Source: an optimization exercise on an open RTL-to-GDS flow (aim: small area). Production flows keep margins and buffers that such runs may drop.
At most, simulation tests tie the RTL to the original design; equivalence was not proved.

// cordic_oscillator
module cordic_oscillator (
    input  wire               clk,
    input  wire               rst,
    input  wire               ce,
    input  wire signed [31:0] tuning_word,
    output wire signed [15:0] sin_out,
    output wire signed [15:0] cos_out,
    output wire               valid_out
);
    localparam [31:0] TWO_PI = 32'h6487ED51;
    reg  [31:0] phase_acc;
    wire [31:0] n  = phase_acc + tuning_word;
    wire [31:0] n1 = phase_acc + tuning_word - TWO_PI;
    wire [31:0] n2 = phase_acc + tuning_word + TWO_PI;
    always @(posedge clk) begin
        if (rst)
            phase_acc <= 32'd0;
        else if (ce)
            phase_acc <= (!n[31] && !n1[31]) ? n1 : n[31] ? n2 : n;
    end
    cordic_pipelined core (
        .clk(clk), .rst(rst), .z_in(phase_acc[31:12]),
        .x_out(cos_out), .y_out(sin_out), .valid_out(valid_out));
endmodule
For scale: about 5,300 cells after synthesis, about 330 flip-flops.
Settings: LEC_CHECK=0, ABC_AREA=1, CAP_MARGIN=20, CORE_MARGIN=2, CORE_UTILIZATION=70, SLEW_MARGIN=20; clock period 5.5 ns.
run.sh (not shown) runs the stock make flow with config.mk's settings and CLKGATE_MAP_FILE= SYNTH_SCRIPT=/design/flow/synth_recipe.tcl, a recipe that flattens the netlist after the stock synthesis.
The starting point completed, yet does not pass: setup timing.
Rerun with:
Settings changed: GPL_TIMING_DRIVEN from default to 0.
Outcome:
- Now the flow died in global routing
- area after synthesis does not change
- synthesized cell count does not change
No functional check of the RTL was part of any run of this note.

* * *

Another version of the RTL of cordic_oscillator (not shown whole).
For scale: roughly 350 flip-flops, ~68 I/O pins, about 33,000 um^2 of cells after synthesis.
export LEC_CHECK = 0
export ABC_AREA = 1
export CAP_MARGIN = 0
export CORE_MARGIN = 2
export CORE_UTILIZATION = 40
export GPL_TIMING_DRIVEN = 0
export SLEW_MARGIN = 0
create_clock -name core_clock -period 5.5 [get_ports {clk}]
The starting point completed, yet does not pass: negative setup slack.
==> next run, changes <==
- CAP_MARGIN: 0 -> 20
- SLEW_MARGIN: 0 -> 20
Effect: The new run produced a layout that fails on negative setup slack; global-route usage is about the same; non-clock buffer count rose by 26; wire length rises slightly; design area rises slightly; synthesized area does not change; core utilization went up by 0.32 points; worst hold slack gets better by 0.0033 ns.
Function was not checked in any run of this note: the RTL went through the layout flow alone.

* * *

## north
cordic_oscillator, a different RTL version from the one above (not shown whole).
Size in the first run: about 4800 cells after synthesis, about 300 flip-flops, about 0.032 sq mm of cells after synthesis.
Settings: LEC_CHECK=0, ABC_AREA=1, CAP_MARGIN=20, CORE_MARGIN=2, CORE_UTILIZATION=55, CTS_BUF_LIST=sky130_fd_sc_hd__clkbuf_8, SLEW_MARGIN=20; clock period 5.5 ns.
Although it ran to completion, north produced a layout that fails the final checks because of setup timing.
> inputs changed (north -> south)
--- a/flow/config.mk
+++ b/flow/config.mk
@@ -7,3 +7,3 @@
 export LEC_CHECK = 0
-export ABC_AREA = 1
+export ABC_AREA = 0
 export CAP_MARGIN = 20
==> comparison <==
Final cycle utilization of the critical path for south: 26 points up relative to north
Max number of non-clock buffers across north and south: south
The core occupancy in the finished layout of south exceeds that of north by 5.3 points.
Worst endpoint data arrival time for south: 1430 ps up relative to north
For number of cells on the worst reg-to-reg path, dividing the value from south by the value from north gives 0.71.
| average detailed-routed wire length per instance | south vs north | about 17% higher |
NOTE routed length on met1 north->south decreased by a few percent
Although it ran to completion, south produced a layout that fails the final checks because of setup timing.
Re post-CTS repair timing setup buffer count: south is 53 up on north.
Number of multi-input combinational cells in the layout: south vs north down 410
No functional check of the RTL was part of any run of this note.

* * *

Another version of the RTL of cordic_oscillator (not shown whole).
For scale: ~4,800 cells after synthesis, about 300 flip-flops, about 32,000 µm² of cells after synthesis.
export LEC_CHECK = 0
export ABC_AREA = 1
export CAP_MARGIN = 20
export CORE_MARGIN = 2
export CORE_UTILIZATION = 40
export CTS_BUF_LIST = sky130_fd_sc_hd__clkbuf_8
export SLEW_MARGIN = 20
create_clock -name core_clock -period 5.5 [get_ports {clk}]
Then changed:
Settings changed: GPL_TIMING_DRIVEN set to 0.
What happened: Final area rose slightly; via count went up by a few percent; global-route usage grows by 3.5 points; clock skew climbs by 11 ps; non-clock buffer count is higher by 7; final cell count is about the same; setup slack degrades by 160 ps; wire length climbs by about a fifth; clock-buffer cell count increases by 3.

## what the ideal ports hide
No port has a modelled driver above. Below, the same layouts with a new extraction and two added sets of constraints.
Step 1 sets driving cells, clkbuf_16 on the clock port and buf_2 on the other inputs (assumed; they add their load-dependent delay and slew).
Step 2 also shifts input and output timing later by t, the mid clock arrival at the registers, as if the neighbouring blocks saw the same clock.
a / b / c = ideal ports / drivers / drivers and shift; a / b = the first two.
run | t, ns | setup WS [ns] | hold slack, ns
the first run of note 1 | 0.647 | -2.341 / -2.409 / -1.762 | 0.322 / 0.322 / 0.322
the first run of note 2 | 0.637 | -0.812 / -0.812 / -0.812 | 0.320 / 0.320 / 0.320
the second run of note 2 | 0.639 | -1.019 / -1.019 / -1.019 | 0.324 / 0.324 / 0.324
north | 0.732 | -0.334 / -0.334 / -0.334 | 0.312 / 0.312 / 0.312
south | 0.744 | -1.791 / -1.791 / -1.791 | 0.306 / 0.306 / 0.306
the first run of note 4 | 0.717 | 0.260 / 0.260 / -0.210 | 0.325 / 0.325 / 0.325
the second run of note 4 | 0.709 | 0.103 / 0.103 / -0.420 | 0.325 / 0.325 / 0.325
With both steps, setup timing fails in the first run of note 4 and the second run of note 4, where it was met with ideal ports. For the second run of note 4, which loses most, drivers alone change the setup slack by 0.000 ns; drivers and shift together by -0.523 ns.
